This is an optimization exercise on Yosys and OpenROAD, whose aim is small area and a short achievable clock period, not a production implementation. In this exercise RTL edits were held to simulation tests only and were not proved equivalent to the original.

==> flow/design.v (outline; a module is shown in full before it is edited, if it fits) <==
// module fpu_tree: 2801 lines
// module fpu_cpa: 673 lines
// module fpu_fa: 4 lines
// module fpu_hai: 4 lines
// module FPU_Main: 269 lines
// module fpu_mux31: 3 lines
// module fpu_mux8: 3 lines
module FPU_Main (
    input clk,
    input [31:0] A,
    input [31:0] B,
    input [1:0] S,
    output [31:0] O
);
  // ...
==> flow/flow/run.sh <==
#!/bin/bash
set -euo pipefail
bash standard.sh synth > synth.log 2>&1
bash standard.sh SETUP_SLACK_MARGIN=17 finish > layout.log 2>&1
==> flow/standard.sh <==
#!/bin/bash
# synth_recipe.tcl (not shown) runs the flow's synth.tcl, then flattens the netlist and writes it again
# the make line also repeats each setting of config.mk as NAME=value (left out here)
make -C /OpenROAD-flow-scripts/flow DESIGN_CONFIG=/design/flow/config.mk WORK_HOME=/design/flow/orfs CLKGATE_MAP_FILE= SYNTH_SCRIPT=/design/flow/synth_recipe.tcl "${@:-finish}"
==> flow/config.mk <==
export PLATFORM = sky130hd
export DESIGN_NAME = FPU_Main
export DESIGN_NICKNAME = FPU_Main
export VERILOG_FILES = /design/flow/design.v
export SDC_FILE = /design/flow/constraint.sdc
export NUM_CORES = 8
export LEC_CHECK = 0
export ABC_AREA = 1
export CAP_MARGIN = 20
export CORE_MARGIN = 2
export CORE_UTILIZATION = 40
export SLEW_MARGIN = 20
export SYNTH_HIERARCHICAL = 1
export SYNTH_MINIMUM_KEEP_SIZE = 0
==> flow/constraint.sdc <==
create_clock -name core_clock -period 25.0 [get_ports {clk}]
set_input_delay 5.0000 -clock core_clock [delete_from_list [all_inputs] [get_ports {clk}]]
set_output_delay 5.0000 -clock core_clock [all_outputs]
set_load 0.01 [all_outputs]
==> impl_results.md, run 1 <==
- Outcome: no timing/DRC/antenna violations
- #MultiIn Comb: 2789
- Endpoint, Worst Hold: nn$_DFFE_PP_
- IO Count: 99
- Wire length on met1: 39900 um
- Worst EP arrival: 8.12 ns
- Non-filler cells, final: 4535
- Hold Path Cell Cnt: 0
- Nonclk buf count: 167
- Reg2Reg Launch Point: yst$_DFF_P_
- Vias in the first global route: 25500
- Sequential share of cell area: 0.138
- Port Buffers: 98
- HP Class: reg -> reg
- Core footprint: 72700 um^2
- Post-DP HPWL: 72000 um
- Yosys top cell area share: 0.357
- Inverters: 402
- Final setup vio count: 0
- Min-delay src: a_s0$_DFF_P_
- Final wirelength: 97900 um
- Final clock skew: 0.0148 ns
- Clk cell area share: 0.0176
- Final ANT Viol Nets: 0
- Layout clock buffers: 21
- DR top layer: met4
==> module FPU_Main, before the edit <==
module FPU_Main (
    input clk,
    input [31:0] A,
    input [31:0] B,
    input [1:0] S,
    output [31:0] O
);
    localparam [1:0] OP_ADD = 2'd0, OP_SQRT = 2'd1, OP_MUL = 2'd2, OP_DIV = 2'd3;
    localparam [31:0] C_GUESS_M = 32'h3ff0f0f1;   
    localparam [31:0] C_GUESS_A = 32'h4034b4b5;   
    localparam [31:0] C_TWO     = 32'h40000000;
    localparam [31:0] C_X0      = 32'h3f5a827a;   
    localparam [31:0] C_R0      = 32'h3f95f61a;   
    localparam [31:0] C_SQ2     = 32'h3fb504f3;
    reg [31:0] A_r, B_r, t, y;      
    reg [1:0]  S_r;
    reg [4:0]  step;
    reg [1:0]  chg;                 
    reg        nn;                  
    reg [4:0]  sa;                  
    reg        sv;                  
    assign O = t;
    wire sq = (S_r == OP_SQRT);
    wire restart = |chg;
    wire [7:0] Exponent = A_r[30:23];
    wire pos = (Exponent >= 8'd127) ? 1'b1 : 1'b0;
    wire [7:0] Exp_2 = pos ? (Exponent - 8'd127) / 2 : (Exponent - 8'd127 - 1) / 2;
    wire sq_rem = (Exponent - 8'd127) % 2;
    wire [8:0] dab = {1'b0, A_r[30:23]} - {1'b0, B_r[30:23]};
    wire [8:0] dba = {1'b0, B_r[30:23]} - {1'b0, A_r[30:23]};
    wire       abig = ~dab[8];                       
    wire [7:0] de = abig ? dab[7:0] : dba[7:0];
    wire       de0 = (de == 8'd0);
    wire       sub0 = A_r[31] ^ B_r[31];
    reg  [4:0] lz;                                   
    integer k;
    always @* begin
        lz = 5'd24;
        for (k = 0; k < 23; k = k + 1)
            if (t[k]) lz = 5'd23 - k[4:0];
    end
    wire [4:0] nstep = restart ? 5'd0 : (step == 5'd31) ? 5'd31 : step + 5'd1;
    localparam [4:0] O_NONE = 5'd0,
        O_DP_C1 = 5'd1,    
        O_C2_T  = 5'd2,    
        O_DP_Y  = 5'd3,    
        O_TWO_T = 5'd4,    
        O_DPT_C1 = 5'd5,   
        O_T_Y_T = 5'd6,    
        O_RC_N  = 5'd7,    
        O_R0_AP = 5'd8,    
        O_X0_T  = 5'd9,    
        O_X_T   = 5'd10,   
        O_X_C3E = 5'd11,   
        O_T_C3  = 5'd12,   
        O_B_A   = 5'd13,   
        O_FIX   = 5'd14,   
        O_ALN   = 5'd15,   
        O_ADD   = 5'd16,   
        O_SHN   = 5'd17,   
        O_NRM   = 5'd18,   
        O_IDT   = 5'd19;   
    reg [3:0] j;
    reg       inner;
    reg [4:0] op;
    always @* begin
        inner = 1'b0; j = 4'd0;
        if (S_r == OP_DIV) begin
            inner = (nstep < 5'd12); j = nstep[3:0];
        end else if (nstep >= 5'd2 && nstep < 5'd14) begin
            inner = 1'b1; j = nstep[3:0] - 4'd2;
        end else if (nstep >= 5'd15 && nstep < 5'd27) begin
            inner = 1'b1; j = nstep[3:0] - 4'd15;
        end
        op = O_IDT;
        if ((S_r == OP_DIV || S_r == OP_SQRT) && inner) begin
            case (j)
                4'd0: op = sq ? O_DPT_C1 : O_DP_C1;
                4'd1: op = O_C2_T;
                4'd2, 4'd5, 4'd8: op = O_DP_Y;
                4'd3, 4'd6, 4'd9: op = O_TWO_T;
                4'd4, 4'd7, 4'd10: op = O_T_Y_T;
                4'd11: op = O_RC_N;
                default: ;
            endcase
        end else if (S_r == OP_SQRT) begin
            case (nstep)
                5'd0: op = O_R0_AP;
                5'd1: op = O_X0_T;
                5'd14, 5'd27: op = O_X_T;
                5'd28: op = O_X_C3E;
                5'd29: op = sq_rem ? O_T_C3 : O_IDT;
                default: ;
            endcase
        end else if (S_r == OP_DIV) begin
            if (nstep == 5'd12) op = O_FIX;
        end else if (S_r == OP_ADD) begin
            case (nstep)
                5'd0: op = O_ALN;
                5'd1: op = O_ADD;
                5'd2: op = O_SHN;
                5'd3: op = nn ? O_NRM : O_IDT;
                default: ;
            endcase
        end else begin
            if (nstep == 5'd0) op = O_B_A;
        end
    end
    wire n_x_br = (op == O_X_T) || (op == O_B_A) ||
                  ((op == O_ALN) && abig) || ((op == O_ADD) && !abig);
    wire n_x_ar = ((op == O_ALN) && !abig) || ((op == O_ADD) && abig);
    wire n_x_dp = (op == O_DP_C1) || (op == O_DP_Y);
    wire n_x_t  = (op == O_T_Y_T) || (op == O_T_C3) || (op == O_IDT) || (op == O_X_C3E) || (op == O_FIX);
    wire n_x_dpt = (op == O_DPT_C1);
    wire n_x_rc = (op == O_RC_N);
    wire n_x_tr = (op == O_NRM) || (op == O_SHN);
    wire n_x_r0 = (op == O_R0_AP);
    wire n_x_c2 = (op == O_C2_T);
    wire n_x_two = (op == O_TWO_T);
    wire n_x_x0 = (op == O_X0_T);
    wire n_y_c1 = (op == O_DP_C1) || (op == O_DPT_C1);
    wire n_y_y  = (op == O_T_Y_T);
    wire n_y_t  = (op == O_DP_Y);
    wire n_y_a  = (op == O_B_A);
    wire n_y_ap = (op == O_RC_N) || (op == O_R0_AP);
    wire n_y_c3e = (op == O_X_C3E);
    wire n_y_c3 = (op == O_T_C3);
    wire n_y_one = (op == O_ADD) || (op == O_SHN) || (op == O_IDT);
    wire n_y_qtr = (op == O_C2_T) || (op == O_TWO_T);
    wire n_y_half = (op == O_X0_T) || (op == O_X_T);
    wire n_y_sh = (op == O_ALN) || (op == O_NRM);
    reg e1t, e1b, e2y, e2nb, e2a, e2x, e2s;
    reg [7:0] kr;
    reg xst, xsb, xsa, yss, yst, ysa;
    reg sxb, sxt, sxa, syy, sya, shen, hy_r, hx_r;
    reg kx_a, kx_b, kx_c, kx_d, kx_e, kx_f, kx_g;    
    reg ky_p, ky_q, ky_r;                            
    reg a_dv, a_sq, a_s0, a_ref_x;
    reg w_mul, w_sqa, w_dva, w_s0a, w_raw, w_nrm;
    reg we_y, we_x, syt;
    reg        c_shn;                                 
    wire [4:0] n_sa = (op == O_ALN) ? 5'd23 - de[4:0] : c_shn ? lz : sa;
    wire       n_sv = (op == O_ALN) ? (de < 8'd24) : c_shn ? 1'b1 : sv;
    always @(posedge clk) begin
        step <= nstep;
        e1t <= (op == O_DP_Y) || (op == O_T_Y_T) || (op == O_RC_N) || (op == O_X_C3E) || (op == O_T_C3) ||
               (op == O_SHN) || (op == O_NRM) || (op == O_IDT) || (op == O_FIX);
        e1b <= (op == O_X_T) || (op == O_B_A) || ((op == O_ADD) && !abig);
        e2y <= (op == O_T_Y_T);
        e2nb <= (op == O_RC_N);
        e2a <= (op == O_B_A) || (op == O_FIX) || ((op == O_ADD) && abig);
        e2x <= (op == O_X_C3E);
        e2s <= (op == O_NRM);
        case (op)
            O_DP_C1, O_DPT_C1, O_C2_T, O_TWO_T, O_R0_AP, O_RC_N: kr <= 8'd126;
            O_DP_Y, O_X_T: kr <= 8'd255;
            O_T_Y_T, O_B_A: kr <= 8'd129;
            O_X0_T:         kr <= 8'd125;
            O_FIX:          kr <= 8'd130;
            O_NRM:          kr <= 8'd1;
            default:        kr <= 8'd0;
        endcase
        xst <= (op == O_T_Y_T) || (op == O_X_C3E) || (op == O_T_C3) || (op == O_SHN) || (op == O_NRM) ||
               (op == O_IDT) || (op == O_FIX);
        xsb <= (op == O_RC_N) || (op == O_X_T) || (op == O_B_A) || ((op == O_ADD) && !abig);
        xsa <= (op == O_ADD) && abig;
        yss <= (op == O_T_Y_T);
        yst <= (op == O_DP_Y);
        ysa <= (op == O_B_A) || (op == O_FIX);
        sxb <= n_x_br | n_x_dp;
        sxt <= n_x_t | n_x_rc | n_x_tr | n_x_dpt;
        syt <= n_y_t;
        sxa <= n_x_ar;
        syy <= n_y_y;
        sya <= n_y_a | n_y_ap;
        hx_r <= ~n_x_tr;
        sa <= n_sa;
        sv <= n_sv;
        c_shn <= (op == O_SHN);
        shen <= n_y_sh & n_sv;
        hy_r <= ~n_y_sh | ((n_sa == 5'd23) & n_sv);
        kx_a <= n_x_c2;
        kx_b <= n_x_r0 | n_x_x0;
        kx_c <= n_x_r0 | n_x_c2 | n_x_x0;
        kx_d <= n_x_c2 | n_x_x0;
        kx_e <= n_x_x0;
        kx_f <= n_x_r0 | n_x_c2;
        kx_g <= n_x_r0;
        ky_p <= n_y_c1 | n_y_c3e | n_y_c3;
        ky_q <= n_y_c3e | n_y_c3;
        ky_r <= n_y_c1;
        a_dv  <= (op == O_C2_T) || (op == O_TWO_T);
        a_sq  <= (op == O_X0_T) || (op == O_X_T);
        a_ref_x <= (op == O_X_T);
        a_s0  <= (op == O_ADD);
        w_sqa <= (op == O_X0_T) || (op == O_X_T);
        w_dva <= (op == O_C2_T) || (op == O_TWO_T);
        w_s0a <= (op == O_ADD);
        w_raw <= (op == O_ALN) || (op == O_SHN);
        w_nrm <= (op == O_NRM);
        w_mul <= (op == O_DP_C1) || (op == O_DP_Y) || (op == O_DPT_C1) || (op == O_T_Y_T) ||
                 (op == O_RC_N) || (op == O_R0_AP) || (op == O_X_C3E) || (op == O_T_C3) || (op == O_B_A) ||
                 (op == O_IDT) || (op == O_FIX);
        we_y  <= (op == O_DP_Y);
        we_x  <= (op == O_DPT_C1);
    end
    wire kx0 = 1'b0;
    wire [22:0] kxv = {kx_e, kx_a, kx_c, kx_e, kx_f, kx_e, kx_g, kx_c, kx_g, kx_f, kx_f, kx0,
                       kx_f, kx_b, kx0, kx_a, kx_e, kx_d, kx_c, kx_b, kx_a, kx_b, kx_a};
    wire [22:0] kyv = {ky_r, ky_p, ky_p, kx0, ky_q, kx0, ky_q, ky_r, ky_r, ky_r, ky_r, kx0,
                       ky_q, kx0, kx0, ky_p, ky_p, ky_p, ky_p, kx0, kx0, ky_q, ky_p};
    reg  [22:0] oh;                                   
    always @* begin
        for (k = 0; k < 23; k = k + 1)
            oh[k] = shen & (sa == k[4:0]);
    end
    wire [22:0] xm = ({23{sxb}} & B_r[22:0]) | ({23{sxt}} & t[22:0]) | ({23{sxa}} & A_r[22:0]) | kxv;
    wire        hx = hx_r;
    wire [22:0] ym = ({23{syy}} & y[22:0]) | ({23{syt}} & t[22:0]) | ({23{sya}} & A_r[22:0]) | kyv | oh;
    wire        hy = hy_r;
    wire [1:0]  ref2 = a_ref_x ? B_r[24:23] : C_X0[24:23];
    wire [1:0]  dq = t[24:23] - ref2;                
    wire        sh_p1 = a_sq & (dq == 2'd1);
    wire        sh_m1 = (a_sq & (dq == 2'd3)) | (a_dv & t[23]);
    wire        sh_m2 = a_dv & ~t[23];
    wire        sh_0  = (a_sq & (dq == 2'd0)) | a_s0;
    wire [23:0] av = {a_s0 ? de0 : 1'b1, t[22:0]};
    wire [25:0] aal = ({26{sh_p1}} & {1'b0, av, 1'b0}) | ({26{sh_0}} & {2'b00, av})
                    | ({26{sh_m1}} & {3'b000, av[23:1]}) | ({26{sh_m2}} & {4'b0000, av[23:2]});
    wire        asub = a_dv | (a_s0 & sub0);
    wire [25:0] ad = aal ^ {26{asub}};
    wire [48:0] p;
    fpu_tree u_tree (.xv({hx, xm}), .yv({hy, ym}), .ad(ad), .cin(asub), .p(p));
    wire [7:0]  ex1 = ({8{e1t}} & t[30:23]) | ({8{e1b}} & B_r[30:23]);
    wire [7:0]  ex2 = ({8{e2y}} & y[30:23]) | ({8{e2nb}} & ~B_r[30:23]) | ({8{e2a}} & A_r[30:23])
                    | ({8{e2x}} & Exp_2) | ({8{e2s}} & {3'b111, ~sa});
    wire [7:0]  e0 = ex1 + ex2 + kr;
    wire        xs = (xst & t[31]) | (xsb & B_r[31]) | (xsa & A_r[31]);
    wire        ys = (yss & y[31]) | (yst & t[31]) | (ysa & A_r[31]);
    wire        h = ((w_mul | w_s0a) & p[47]) | (w_sqa & (p[48] | p[47])) | (w_dva & p[45]);
    wire        hs48 = w_sqa & p[48];
    wire        hs47 = (w_mul | w_s0a) | (w_sqa & ~p[48]);
    wire        ls46 = w_mul | w_sqa | w_raw | w_s0a;
    wire [22:0] hi_m = ({23{hs48}} & p[47:25]) | ({23{hs47}} & p[46:24]) | ({23{w_dva}} & p[44:22]);
    wire [22:0] lo_m = ({23{ls46}} & p[45:23]) | ({23{w_dva}} & p[43:21]) | ({23{w_nrm}} & p[22:0]);
    wire [7:0]  e1 = e0 + 8'd1;
    wire [7:0]  e2 = e0 + 8'd2;
    wire [7:0]  hi_e;
    fpu_mux8 u_hie (.s(hs48), .a(e2), .b(e1), .y(hi_e));
    wire [7:0]  lo_e = e0;
    wire        rs = xs ^ ys;
    wire [31:0] res;
    wire [31:0] r_hi = {rs, hi_e, hi_m};
    wire [31:0] r_lo = {rs, lo_e, lo_m};
    assign res[31] = rs;
    fpu_mux31 u_res (.s(h), .a(r_hi[30:0]), .b(r_lo[30:0]), .y(res[30:0]));
    always @(posedge clk) begin
        A_r <= A;
        S_r <= S;
        chg <= {(S != S_r) || (A != A_r), (B != B_r) && !sq};
        if (!sq)
            B_r <= B;
        else if (we_x)
            B_r <= t;
        t <= res;
        if (we_y) y <= t;
        if (w_s0a) nn <= ~(p[47] | p[46]);
    end
endmodule
==> inputs of run 2 (changes only) <==
--- a/flow/design.v
+++ b/flow/design.v
@@ -3718,3 +3718,15 @@
                     | ({8{e2x}} & Exp_2) | ({8{e2s}} & {3'b111, ~sa});
-    wire [7:0]  e0 = ex1 + ex2 + kr;
+    wire [7:0]  es, ec, e0, erc;
+    genvar ge;
+    generate
+        for (ge = 0; ge < 8; ge = ge + 1) begin : g_exp
+            fpu_fa u_c (.a(ex1[ge]), .b(ex2[ge]), .ci(kr[ge]), .s(es[ge]), .co(ec[ge]));
+            if (ge == 0) begin : g_lsb
+                assign e0[0] = es[0];
+                assign erc[0] = 1'b0;
+            end else begin : g_bit
+                fpu_fa u_r (.a(es[ge]), .b(ec[ge-1]), .ci(erc[ge-1]), .s(e0[ge]), .co(erc[ge]));
+            end
+        end
+    endgenerate
     wire        xs = (xst & t[31]) | (xsb & B_r[31]) | (xsa & A_r[31]);
==> impl_results.md, run 2 <==
- First-pass iteration count of the detailed router: 6 (was 7)
- Register Area: 4370 um^2 (was 4360 um^2)
- Cells after Synth: 3465 (was 3527)
- CP Launch Type: flip-flop (unchanged)
- Max-cap viol count: 0 (unchanged)
- Initial Util: 0.405 (was 0.403)
- Synthesized area: 29100 um^2 (was 29300 um^2)
- Final ANT Viol Nets: 0 (unchanged)
- Final min period: 7.74 ns (about the same)
- Max clock buf depth: 2 (unchanged)
- CP Capture Type: flip-flop (unchanged)
- Vias in the first global route: 25100 (was 25500)
- Critical path type: reg -> reg (unchanged)
- Post-DP HPWL: 72700 um (was 72000 um)
- CTS tree: yes (unchanged)
- Final setup vio count: 0 (unchanged)
- Delay-heaviest family, CP: adder cells (unchanged)
- Met3 Routed Length: 10300 um (was 8710 um)
- Core footprint: 71700 um^2 (was 72700 um^2)
- Dominant cells by area after synthesis: fa_1 (37%), nand2_1 (17%), dfxtp_1 (8.3%) (was fa_1 (36%), nand2_1 (17%), dfxtp_1 (8.2%))
- Slew HR: 0.305 (was 0.153)
- Design Area, Final: 31400 um^2 (was 31600 um^2)
- Synth Register Bits: 185 (unchanged)
- Setup TNS: 0 ns (unchanged)
- Vias per cell: 5.54 (was 5.42)
- Share of flip-flops with an asynchronous set or reset: 0 (unchanged)
- Final Cycle Share: 0.309 (was 0.310)
- P&R area growth vs syn: 8.02% (was 8.01%)
- Area of the multi-input gates: 22200 um^2 (was 22300 um^2)
- Post-synth top flop: dfxtp_1 (unchanged)
- Largest stage delay, worst path: 0.68 ns (was 0.49 ns)
- Final wirelength: 100000 um (was 97900 um)
- Top-count cell post-synth: nand2_1 (unchanged)
- Initial antenna violation count: 1 (unchanged)
- Die boundary height: 274 um (was 275 um)
- Synth top cells by count: nand2_1 (1306), fa_1 (530), inv_1 (343) (was nand2_1 (1306), fa_1 (523), inv_1 (381))
- Row count: 98 (was 99)
- Layout filler cell count: 7106 (was 7302)
- H-tree depth: 4 (unchanged)
- Area leader, netlist: fa_1 (unchanged)
- Mapped Avg Cell Area: 8.39 um^2 (was 8.30 um^2)
- Hold Slack: 0.504 ns (was 0.534 ns)
- Grt ovf: 0 (unchanged)
- Outcome: no timing/DRC/antenna violations (unchanged)
- Synth unique cells: 64 (unchanged)
- RSZ-0062 raised after global routing: false (unchanged)
- Slew Viols, Final: 0 (unchanged)
- HP Class: reg -> reg (unchanged)
- DR top layer: met4 (unchanged)
- IO Count: 99 (unchanged)
- First-pass GRT wire length: 153000 um (was 152000 um)
- Crit-path max FO: 24 (was 31)
- DRC errors left: 0 (unchanged)
- Final hold vios: 0 (unchanged)
- Largest net degree at the start of global routing: 47 (was 50)
- Worst EP required: 25.41 ns (was 25.38 ns)
- Die X: 274 um (was 275 um)
- Drt wl/cell: 22.5 um (was 21.6 um)
- Via count: 24700 (was 24600)
- CTS clk-pin slew, worst paths: 0.08 ns (about the same)
- Inst Count DP: 4420 (was 4488)
- Most frequent cells in the layout: nand2_1 (1305), fa_1 (530), inv_1 (341) (was nand2_1 (1304), fa_1 (523), inv_1 (379))
- Sequential area share after synthesis: 0.150 (was 0.149)
- Most used cell, CP: fa_1 (was nand2_1)
- Number of synthesized flops with an enable pin: 65 (unchanged)
- Port Buffers: 98 (unchanged)
- ANT cells: 0 (was 1)
- Least-Margin Pin Slew: 1.04 ns (was 1.26 ns)
- Met2 routed WL: 45700 um (was 45500 um)
- GRT Resource Usage Total: 0.270 (was 0.266)
- Worst-Skew Late Latency: 0.46 ns (about the same)
- Commonest non-fill, non-tap cell in the layout: nand2_1 (unchanged)
- Final clock skew: 0.0137 ns (was 0.0148 ns)
- CTS root buf: clkbuf_16 (unchanged)
- Layout cells sized above 1: 0.0735 (was 0.0727)
- Peak Freq: 129 MHz (about the same)
- Non-filler cells, final: 4460 (was 4535)
- Wire length on met1: 41200 um (was 39900 um)
- Critical Path Slowest Stage Cell: dfxtp_1 (was fa_1)
- RD Place Congestion: 0.955 (was 0.931)
- Final #Nets: 4195 (was 4259)
- Dpl cell area: 30500 um^2 (was 30700 um^2)
- CTS Buf Count: 17 (unchanged)
- Clock Sinks: 185 (unchanged)
- Buffer and inverter count on the worst path: 8 (was 9)
- Yosys Warn Count: 7 (unchanged)
- Worst EP arrival: 8.15 ns (was 8.12 ns)
- DRT iter0 DRCs: 2244 (was 2567)
- Yosys top cell area share: 0.365 (was 0.357)
- Die Area: 74800 um^2 (was 75400 um^2)
-- run 2: layout make-up --
class                      instances  area share
timing repair buffer             168      0.0524
clock inverter                    15     0.00626
tap                              950      0.0379
clock buffer                      17      0.0136
sequential                       185       0.139
multi-input combinational       2761       0.706
inverter                         364      0.0441
-- run 2: modules after synthesis (local to each module, per instance) --
| module | flops+latches | cells inside | area, um^2 | copies in the design |
|---|---|---|---|---|
| fpu_mux31 | 0 | 100 | 383 | 1 |
| fpu_mux8 | 0 | 26 | 105 | 1 |
| fpu_hai | 0 | 5 | 27.5 | 23 |
| FPU_Main | 185 | 1555 | 11600 | 1 |
| fpu_fa | 0 | 1 | 20.0 | 522 |
| fpu_cpa | 0 | 447 | 2550 | 1 |
| fpu_tree | 0 | 700 | 3350 | 1 |
-- run 2: per-layer routing --
metal  GRT usage  vias up
met3      0.0587      216
met5           0        -
li1            -    10900
met2       0.432     1413
met4      0.0742        0
met1       0.371    12200
-- run 2: path summary, 6_finish.rpt --
check               start      endpoint  slack, ns  cells after the start
max          t[4]$_DFF_P_  t[1]$_DFF_P_      17.26                     30
max reg2reg  t[4]$_DFF_P_  t[1]$_DFF_P_      17.26                     30
min            sv$_DFF_P_    sv$_DFF_P_       0.50                      2
min reg2reg    sv$_DFF_P_    sv$_DFF_P_       0.50                      2
-- run 2: cells by family after synthesis --
group / Yosys count / synth area share
simple gates: 1717 / 0.246
fa+ha+maj: 631 / 0.409
buf+inv: 520 / 0.0945
compound gates: 285 / 0.0631
flops: 185 / 0.150
xor+xnor: 124 / 0.0374
other cells: 2 / 0.000258
mux: 1 / 0.000344
-- run 2: timing repair --
| item | in CTS | in global routing |
|---|---|---|
| setup endpoints to repair | 31 | 31 |
| endpoints found under the hold margin | 0 | 0 |
| gates cloned | 0 | 1 |
| pin swaps | 0 | 2 |
| hold buffers | 0 | 0 |
| setup buffers | 0 | 7 |
| resized for setup | 7 | 53 |
-- run 2: worst min-delay path, delay by kind of cell, from the launching register on --
family	cells	cell delay [ns]
flip-flops	1	0.31
AND/OR/NAND/NOR	1	0.09
AO/OA/AOI/OAI	1	0.07
-- run 2: per-stage QoR --
| step | util | setup slack (ns) |
|---|---|---|
| after detailed placement | 0.425 | 16.71 |
| final | 0.438 | 17.26 |
| after global placement | 0.425 | 16.76 |
| after CTS | 0.434 | 17.02 |
| after global routing | 0.438 | 17.01 |
| after floorplan | - | 17.20 |
==> inputs of run 3 (changes only) <==
--- a/flow/design.v
+++ b/flow/design.v
@@ -3506,6 +3506,4 @@
     wire restart = |chg;
-    wire [7:0] Exponent = A_r[30:23];
-    wire pos = (Exponent >= 8'd127) ? 1'b1 : 1'b0;
-    wire [7:0] Exp_2 = pos ? (Exponent - 8'd127) / 2 : (Exponent - 8'd127 - 1) / 2;
-    wire sq_rem = (Exponent - 8'd127) % 2;
+    wire       pos = (A_r[30:23] >= 8'd127);
+    wire       sq_rem = ~A_r[23];
     wire [8:0] dab = {1'b0, A_r[30:23]} - {1'b0, B_r[30:23]};
@@ -3640,2 +3638,3 @@
             O_X0_T:         kr <= 8'd125;
+            O_X_C3E:        kr <= {7'b1100000, pos & A_r[23]};
             O_FIX:          kr <= 8'd130;
@@ -3717,3 +3716,3 @@
     wire [7:0]  ex2 = ({8{e2y}} & y[30:23]) | ({8{e2nb}} & ~B_r[30:23]) | ({8{e2a}} & A_r[30:23])
-                    | ({8{e2x}} & Exp_2) | ({8{e2s}} & {3'b111, ~sa});
+                    | ({8{e2x}} & {1'b0, A_r[30:24]}) | ({8{e2s}} & {3'b111, ~sa});
     wire [7:0]  es, ec, e0, erc;
==> impl_results.md, run 3 <==
- FF-to-FF End: t[20]$_DFF_P_ (was t[1]$_DFF_P_)
- Row count: 98 (unchanged)
- Final hold vios: 0 (unchanged)
- Die X: 272 um (was 274 um)
- Cells after Synth: 3447 (was 3465)
- Hold buffer count at cts: 0 (unchanged)
- Post-synth top flop: dfxtp_1 (unchanged)
- Die boundary height: 272 um (was 274 um)
- RD Place Congestion: 0.997 (was 0.955)
- Hold Path Cell Cnt: 0 (was 2)
- Top-count cell post-synth: nand2_1 (unchanged)
- Core footprint: 71400 um^2 (was 71700 um^2)
- First-pass GRT wire length: 153000 um (about the same)
- Peak Freq: 129 MHz (about the same)
- Slew Viols, Final: 0 (unchanged)
- Worst EP required: 25.35 ns (was 25.41 ns)
- Grt ovf: 0 (unchanged)
- Hold Slack: 0.500 ns (was 0.504 ns)
- Final #Nets: 4172 (was 4195)
- Critical Path Slowest Stage Cell: dfxtp_1 (unchanged)
- Final clock skew: 0.0135 ns (was 0.0137 ns)
- DRT iter0 DRCs: 2701 (was 2244)
- CTS root buf: clkbuf_16 (unchanged)
- Register Area: 4390 um^2 (was 4370 um^2)
- Final min period: 7.75 ns (was 7.74 ns)
- Slew HR: 0.325 (was 0.305)
- Reg2Reg Launch Point: t[19]$_DFF_P_ (was t[4]$_DFF_P_)
- Share of flip-flops with an asynchronous set or reset: 0 (unchanged)
- Crit-path max FO: 31 (was 24)
- Drt wl/cell: 22.7 um (was 22.5 um)
- Dpl cell area: 30200 um^2 (was 30500 um^2)
- Main combinational cell family by area after synthesis: adder cells (unchanged)
- CP Capture Type: flip-flop (unchanged)
- Layout cells sized above 1: 0.0673 (was 0.0735)
- Largest net degree at the start of global routing: 52 (was 47)
- Final ANT Viol Nets: 0 (unchanged)
- Final wirelength: 101000 um (was 100000 um)
- Synthesized area: 28800 um^2 (was 29100 um^2)
- Met3 Routed Length: 10600 um (was 10300 um)
- CTS tree: yes (unchanged)
- Clock Sinks: 186 (was 185)
- Setup TNS: 0 ns (unchanged)
- GRT Resource Usage Total: 0.274 (was 0.270)
- Most frequent cells in the layout: nand2_1 (1307), fa_1 (530), inv_1 (348) (was nand2_1 (1305), fa_1 (530), inv_1 (341))
- Final Cycle Share: 0.310 (was 0.309)
- DR top layer: met5 (was met4)
- Yosys top cell area share: 0.369 (was 0.365)
- IO Count: 99 (unchanged)
- Max clock buf depth: 2 (unchanged)
- Synth Area in XOR/XNOR: 0.0359 (was 0.0374)
- Synth top cells by count: nand2_1 (1307), fa_1 (530), inv_1 (349) (was nand2_1 (1306), fa_1 (530), inv_1 (343))
- Worst R2R Path Depth: 32 (was 30)
- Mux share of post-synthesis cell area: 0 (was 0.000344)
- Worst EP arrival: 8.10 ns (was 8.15 ns)
- Vias in the first global route: 25400 (was 25100)
- Number of synthesized flops with an enable pin: 65 (unchanged)
- Via count: 24600 (was 24700)
- Buffer and inverter count on the worst path: 10 (was 8)
- Synth unique cells: 59 (was 64)
- Synth Area in Simple Gates: 0.244 (was 0.246)
- P&R area growth vs syn: 7.87% (was 8.02%)
- H-tree depth: 4 (unchanged)
- CTS Buf Count: 17 (unchanged)
- Outcome: no timing/DRC/antenna violations (unchanged)
- Design Area, Final: 31100 um^2 (was 31400 um^2)
- CP Launch Type: flip-flop (unchanged)
- Area leader, netlist: fa_1 (unchanged)
- Dominant cells by area after synthesis: fa_1 (37%), nand2_1 (17%), dfxtp_1 (8.4%) (was fa_1 (37%), nand2_1 (17%), dfxtp_1 (8.3%))
- Delay-heaviest family, CP: adder cells (unchanged)
- Vias per cell: 5.55 (was 5.54)
- RSZ-0062 raised after global routing: true (was false)
- Worst-Skew Late Latency: 0.45 ns (was 0.46 ns)
- Wire length on met1: 39200 um (was 41200 um)
- R2R setup slack: 17.25 ns (was 17.26 ns)
- Layout filler cell count: 7176 (was 7106)
- DRC errors left: 0 (unchanged)
- Max-cap viol count: 0 (unchanged)
- Post-DP HPWL: 73300 um (was 72700 um)
- Initial antenna violation count: 3 (was 1)
- Endpoint, Worst Hold: y[30]$_DFFE_PP_ (was sv$_DFF_P_)
- Mapped Avg Cell Area: 8.35 um^2 (was 8.39 um^2)
- Commonest non-fill, non-tap cell in the layout: nand2_1 (unchanged)
- Die Area: 74100 um^2 (was 74800 um^2)
- Sequential area share after synthesis: 0.152 (was 0.150)
- Critical path type: reg -> reg (unchanged)
- Largest stage delay, worst path: 0.59 ns (was 0.68 ns)
- Min-delay src: t[30]$_DFF_P_ (was sv$_DFF_P_)
- Least-Margin Pin Slew: 1.01 ns (was 1.04 ns)
- First-pass iteration count of the detailed router: 6 (unchanged)
- HP Class: reg -> reg (unchanged)
- Initial Util: 0.403 (was 0.405)
- Area of the multi-input gates: 21800 um^2 (was 22200 um^2)
- Synth Register Bits: 186 (was 185)
- Met2 routed WL: 47100 um (was 45700 um)
- Adder-cell share of the synthesized area: 0.410 (was 0.409)
- Port Buffers: 98 (unchanged)
- CTS clk-pin slew, worst paths: 0.08 ns (about the same)
- Yosys Warn Count: 7 (unchanged)
- Synth Area in Compound Gates: 0.0625 (was 0.0631)
- Final setup vio count: 0 (unchanged)
run 3: metrics by stage:
stage / std cells / util / setup slack [ns]
2_1_floorplan: 3448 / - / 17.27
3_3_place_gp: 4401 / 0.423 / 16.76
3_5_place_dp: 4401 / 0.423 / 16.62
4_1_cts: 4433 / 0.431 / 17.04
5_1_grt: 4443 / 0.435 / 16.94
6_report: 4444 / 0.435 / 17.25
run 3: modules after synthesis, one instance, submodules excluded:
module / cell area, um^2 / copies in the design / cells
fpu_hai: 27.5 / 23 / 5
fpu_fa: 20.0 / 522 / 1
fpu_mux8: 105 / 1 / 26
fpu_mux31: 383 / 1 / 100
fpu_tree: 3350 / 1 / 700
fpu_cpa: 2550 / 1 / 447
FPU_Main: 11300 / 1 / 1537
run 3: how the worst max path moves through the flow:
| stage | startpoint | to | slack (ns) | cells past startpoint |
|---|---|---|---|---|
| floorplan | yst$_DFF_P_ | t[26]$_DFF_P_ | 17.27 | 35 |
| global route | sa[4]$_DFF_P_ | t[20]$_DFF_P_ | 16.94 | 35 |
| detailed placement | yst$_DFF_P_ | t[20]$_DFF_P_ | 16.62 | 33 |
| global placement | yst$_DFF_P_ | t[22]$_DFF_P_ | 16.76 | 33 |
| finish | t[19]$_DFF_P_ | t[20]$_DFF_P_ | 17.25 | 32 |
| CTS | sa[0]$_DFF_P_ | t[21]$_DFF_P_ | 17.04 | 37 |
run 3: cells by family after synthesis:
group	count (synthesis)
AO/OA/AOI/OAI	282
XOR/XNOR	118
adder cells (fa/ha/maj)	625
buffers and inverters	523
flip-flops	186
other	2
AND/OR/NAND/NOR	1711
run 3: worst reg2reg max path: cells and delay by family (launching register included):
| kind | cells | cell delay, ns |
|---|---|---|
| adder cells (fa/ha/maj) | 9 | 3.79 |
| buffers and inverters | 10 | 1.46 |
| AND/OR/NAND/NOR | 10 | 1.10 |
| AO/OA/AOI/OAI | 3 | 0.71 |
| flip-flops | 1 | 0.59 |
run 3: repair_timing:
item | CTS | global route
endpoints found under the setup margin | 31 | 31
gates resized for setup | 11 | 53
buffers inserted | 0 | 8
gates cloned | 0 | 2
pin swaps | 0 | 1
run 3: cell type report:
| type | instances | area share |
|---|---|---|
| Tap cell | 950 | 0.0383 |
| Sequential cell | 186 | 0.141 |
| Inverter | 367 | 0.0447 |
| Clock inverter | 15 | 0.00483 |
| Timing Repair Buffer | 169 | 0.0538 |
| Multi-Input combinational cell | 2739 | 0.703 |
| Antenna cell | 1 | 0.0000806 |
| Clock buffer | 17 | 0.0137 |
run 3: layer usage:
| layer | vias to the layer above | GRT usage |
|---|---|---|
| met1 | 12200 | 0.355 |
| met4 | 2 | 0.0992 |
| met2 | 1381 | 0.448 |
| li1 | 10800 | - |
| met3 | 283 | 0.0647 |
| met5 | - | 0 |
==> inputs of run 4 (changes only) <==
--- a/flow/design.v
+++ b/flow/design.v
@@ -3496,3 +3496,5 @@
     localparam [31:0] C_SQ2     = 32'h3fb504f3;
-    reg [31:0] A_r, B_r, t, y;      
+    reg [31:0] A_r, B_r, t;         
+    reg [22:0] y;
+    reg        ye0;
     reg [1:0]  S_r;
@@ -3611,5 +3613,5 @@
     wire n_y_sh = (op == O_ALN) || (op == O_NRM);
-    reg e1t, e1b, e2y, e2nb, e2a, e2x, e2s;
+    reg e1t, e1b, e2y, e2nb, e2a, e2x, e2s;   
     reg [7:0] kr;
-    reg xst, xsb, xsa, yss, yst, ysa;
+    reg xst, xsb, xsa, yst, ysa;
     reg sxb, sxt, sxa, syy, sya, shen, hy_r, hx_r;
@@ -3628,3 +3630,2 @@
         e1b <= (op == O_X_T) || (op == O_B_A) || ((op == O_ADD) && !abig);
-        e2y <= (op == O_T_Y_T);
         e2nb <= (op == O_RC_N);
@@ -3636,3 +3637,4 @@
             O_DP_Y, O_X_T: kr <= 8'd255;
-            O_T_Y_T, O_B_A: kr <= 8'd129;
+            O_T_Y_T:        kr <= 8'd255;    
+            O_B_A:          kr <= 8'd129;
             O_X0_T:         kr <= 8'd125;
@@ -3647,3 +3649,3 @@
         xsa <= (op == O_ADD) && abig;
-        yss <= (op == O_T_Y_T);
+        e2y <= (op == O_T_Y_T);
         yst <= (op == O_DP_Y);
@@ -3715,3 +3717,3 @@
     wire [7:0]  ex1 = ({8{e1t}} & t[30:23]) | ({8{e1b}} & B_r[30:23]);
-    wire [7:0]  ex2 = ({8{e2y}} & y[30:23]) | ({8{e2nb}} & ~B_r[30:23]) | ({8{e2a}} & A_r[30:23])
+    wire [7:0]  ex2 = ({8{e2y}} & {7'd0, ye0}) | ({8{e2nb}} & ~B_r[30:23]) | ({8{e2a}} & A_r[30:23])
                     | ({8{e2x}} & {1'b0, A_r[30:24]}) | ({8{e2s}} & {3'b111, ~sa});
@@ -3731,3 +3733,3 @@
     wire        xs = (xst & t[31]) | (xsb & B_r[31]) | (xsa & A_r[31]);
-    wire        ys = (yss & y[31]) | (yst & t[31]) | (ysa & A_r[31]);
+    wire        ys = (yst & t[31]) | (ysa & A_r[31]);
     wire        h = ((w_mul | w_s0a) & p[47]) | (w_sqa & (p[48] | p[47])) | (w_dva & p[45]);
@@ -3758,3 +3760,6 @@
         t <= res;
-        if (we_y) y <= t;
+        if (we_y) begin
+            y <= t[22:0];
+            ye0 <= t[23];
+        end
         if (w_s0a) nn <= ~(p[47] | p[46]);
==> impl_results.md, run 4 <==
- Final Cycle Share: 0.310 (about the same)
- Max-cap viol count: 0 (unchanged)
- P&R area growth vs syn: 9.08% (was 7.87%)
- ANT cells: 0 (was 1)
- Dominant cells by area after synthesis: fa_1 (37%), nand2_1 (17%), dfxtp_1 (8.5%) (was fa_1 (37%), nand2_1 (17%), dfxtp_1 (8.4%))
- IO Count: 99 (unchanged)
- Die boundary height: 272 um (about the same)
- HP Class: reg -> reg (unchanged)
- CP Launch Type: flip-flop (unchanged)
- Top-count cell post-synth: nand2_1 (unchanged)
- Yosys Warn Count: 7 (unchanged)
- Die Area: 73800 um^2 (was 74100 um^2)
- Max clock buf depth: 2 (unchanged)
- DRT iter0 DRCs: 2319 (was 2701)
- Sequential area share after synthesis: 0.144 (was 0.152)
- Hold buffer count at cts: 0 (unchanged)
- Synth Area in XOR/XNOR: 0.0358 (was 0.0359)
- Final hold vios: 0 (unchanged)
- Worst EP required: 25.34 ns (was 25.35 ns)
- Final wirelength: 99100 um (was 101000 um)
- Post-DP HPWL: 71800 um (was 73300 um)
- CTS root buf: clkbuf_16 (unchanged)
- Synth top cells by count: nand2_1 (1277), fa_1 (530), inv_1 (334) (was nand2_1 (1307), fa_1 (530), inv_1 (349))
- Dpl cell area: 30100 um^2 (was 30200 um^2)
- Initial Util: 0.402 (was 0.403)
- Final ANT Viol Nets: 0 (unchanged)
- Synth Area in Simple Gates: 0.251 (was 0.244)
- RSZ-0062 raised after global routing: false (was true)
- Setup TNS: 0 ns (unchanged)
- Final #Nets: 4155 (was 4172)
- Worst setup margin: 17.26 ns (was 17.25 ns)
- Most used cell, CP: nand2_1
- Share of flip-flops with an asynchronous set or reset: 0 (unchanged)
- Drt wl/cell: 22.4 um (was 22.7 um)
- Worst-Skew Late Latency: 0.47 ns (was 0.45 ns)
- Most frequent cells in the layout: nand2_1 (1275), fa_1 (530), inv_1 (332) (was nand2_1 (1307), fa_1 (530), inv_1 (348))
- Die X: 272 um (about the same)
- Design Area, Final: 31200 um^2 (was 31100 um^2)
- Outcome: no timing/DRC/antenna violations (unchanged)
- DRC errors left: 0 (unchanged)
- Critical Path Slowest Stage Cell: dfxtp_1 (unchanged)
- GRT Resource Usage Total: 0.267 (was 0.274)
- CTS Buf Count: 17 (unchanged)
- Largest net degree at the start of global routing: 51 (was 52)
- Layout cells sized above 1: 0.0860 (was 0.0673)
- Grt ovf: 0 (unchanged)
- First-pass iteration count of the detailed router: 6 (unchanged)
- Row count: 98 (unchanged)
- Final core utilization: 0.439 (was 0.435)
- Least-Margin Pin Slew: 0.964 ns (was 1.01 ns)
- Cells after Synth: 3410 (was 3447)
- Worst EP arrival: 8.08 ns (was 8.10 ns)
- Via count: 24400 (was 24600)
- Yosys top cell area share: 0.370 (was 0.369)
- RD Place Congestion: 0.949 (was 0.997)
- Dpl ws: 16.32 ns (was 16.62 ns)
- Core footprint: 71200 um^2 (was 71400 um^2)
- Synth unique cells: 70 (was 59)
- Vias per cell: 5.51 (was 5.55)
- Post-synth top flop: dfxtp_1 (unchanged)
- Number of synthesized flops with an enable pin: 57 (was 65)
- Worst R2R Path Depth: 34 (was 32)
- Clock Sinks: 178 (was 186)
- Port Buffers: 98 (unchanged)
- Hold Path Cell Cnt: 0 (unchanged)
- Area leader, netlist: fa_1 (unchanged)
- Largest stage delay, worst path: 0.67 ns (was 0.59 ns)
- Commonest non-fill, non-tap cell in the layout: nand2_1 (unchanged)
- Final clock skew: 0.0206 ns (was 0.0135 ns)
- First-pass GRT wire length: 149000 um (was 153000 um)
- Final setup vio count: 0 (unchanged)
- CP Capture Type: flip-flop (unchanged)
- Inst Count DP: 4369 (was 4401)
- Non-filler cells, final: 4426 (was 4444)
- Largest registers: A_r: 32 flops, B_r: 32 flops, t: 32 flops
- Layout filler cell count: 7094 (was 7176)
- Synth Area in Compound Gates: 0.0620 (was 0.0625)
- CTS tree: yes (unchanged)
- Synthesized area: 28600 um^2 (was 28800 um^2)
- H-tree depth: 4 (unchanged)
- Mapped Avg Cell Area: 8.40 um^2 (was 8.35 um^2)
- Final min period: 7.74 ns (was 7.75 ns)
- Adder-cell share of the synthesized area: 0.412 (was 0.410)
- Mux share of post-synthesis cell area: 0.000699 (was 0)
- Synth Register Bits: 178 (was 186)
- Slew Viols, Final: 0 (unchanged)
- CTS clk-pin slew, worst paths: 0.08 ns (about the same)
- Slew HR: 0.357 (was 0.325)
- Peak Freq: 129 MHz (about the same)
- Crit-path max FO: 31 (unchanged)
- Critical path type: reg -> reg (unchanged)
- Main combinational cell family by area after synthesis: adder cells (unchanged)
- Vias in the first global route: 24600 (was 25400)
- Initial antenna violation count: 0 (was 3)
run 4: cells by family after synthesis:
kind of cell,count (synthesis)
multiplexers,2
other,2
flip-flops,178
buffers and inverters,510
XOR/XNOR,117
adder cells (fa/ha/maj),625
AO/OA/AOI/OAI,271
AND/OR/NAND/NOR,1705
run 4: per-module statistics from Yosys (local to each module, per instance):
module     flip-flops and latches  cells  area [um^2]  copies in the design
FPU_Main                      178   1500        11200                     1
fpu_cpa                         0    447         2550                     1
fpu_fa                          0      1         20.0                   522
fpu_hai                         0      5         27.5                    23
fpu_mux31                       0    100          383                     1
fpu_mux8                        0     26          105                     1
fpu_tree                        0    700         3350                     1
run 4: routing by layer:
metal,wire (um),GRT usage,vias to the layer above
li1,-,-,10700
met1,40400,0.361,12200
met2,45400,0.426,1298
met3,9660,0.0518,209
met4,3660,0.0954,0
met5,0,0,-
run 4: worst paths after layout:
check                                   from            end  slack [ns]
worst max-delay path            t[3]$_DFF_P_  t[13]$_DFF_P_       17.26
worst min-delay path            a_s0$_DFF_P_   nn$_DFFE_PP_        0.55
worst max register to register  t[3]$_DFF_P_  t[13]$_DFF_P_       17.26
worst min register to register  a_s0$_DFF_P_   nn$_DFFE_PP_        0.55
run 4: through the flow:
stage	hold WS, ns
6_report	0.547
3_3_place_gp	0.521
2_1_floorplan	0.478
5_1_grt	0.559
3_5_place_dp	0.536
4_1_cts	0.541
run 4: worst max-delay path: cells and delay by family, from the launching register on:
| family | cells | cell delay, ns |
|---|---|---|
| fa+ha+maj | 9 | 3.71 |
| flops | 1 | 0.67 |
| buf+inv | 9 | 1.40 |
| compound gates | 2 | 0.38 |
| simple gates | 14 | 1.39 |
run 4: cell type report:
cell class	instances	area [um^2]	area share
multi-input cells	2723	22000	0.706
flip-flops and latches	178	4150	0.133
repair buffers	185	1880	0.0601
inverters	357	1360	0.0436
well taps	950	1190	0.0380
clock buffers	17	425	0.0136
clock inverters	15	185	0.00593
repair inverters	1	7.51	0.000240
run 4: timing repair:
item	CTS	global route
gates resized for setup	26	52
pin swaps	0	2
endpoints found under the setup margin	31	31
gates cloned	1	5
setup buffers	0	19

==> re-timing with driven ports <==
The flow's constraints put no driver on any port. The routed layouts listed below were extracted and timed again, unchanged, in two steps.
Step 1 (the two cells are an assumption about what drives the block):
set clk [get_ports {clk}]
set_driving_cell -lib_cell sky130_fd_sc_hd__clkbuf_16 $clk
set_driving_cell -lib_cell sky130_fd_sc_hd__buf_2 [delete_from_list [all_inputs] $clk]
Step 2 adds t to the input delays and takes it off the output delays; t is the mean of the earliest and latest rising clock arrival at the registers after step 1. Input paths then give back, and output paths get back, about the clock's delay inside the block.
a / b / c = no drivers / after step 1 / after step 2; a / b = the first two.
run	t (ns)	slack for setup (ns)	pins driven straight from the clock port
run 1	0.508	17.257 / 17.257 / 17.257	1
run 2	0.504	17.263 / 17.263 / 17.263	1
run 3	0.497	17.249 / 17.249 / 17.249	1
run 4	0.508	17.257 / 17.257 / 17.257	1
After both steps every run listed still meets setup and hold.
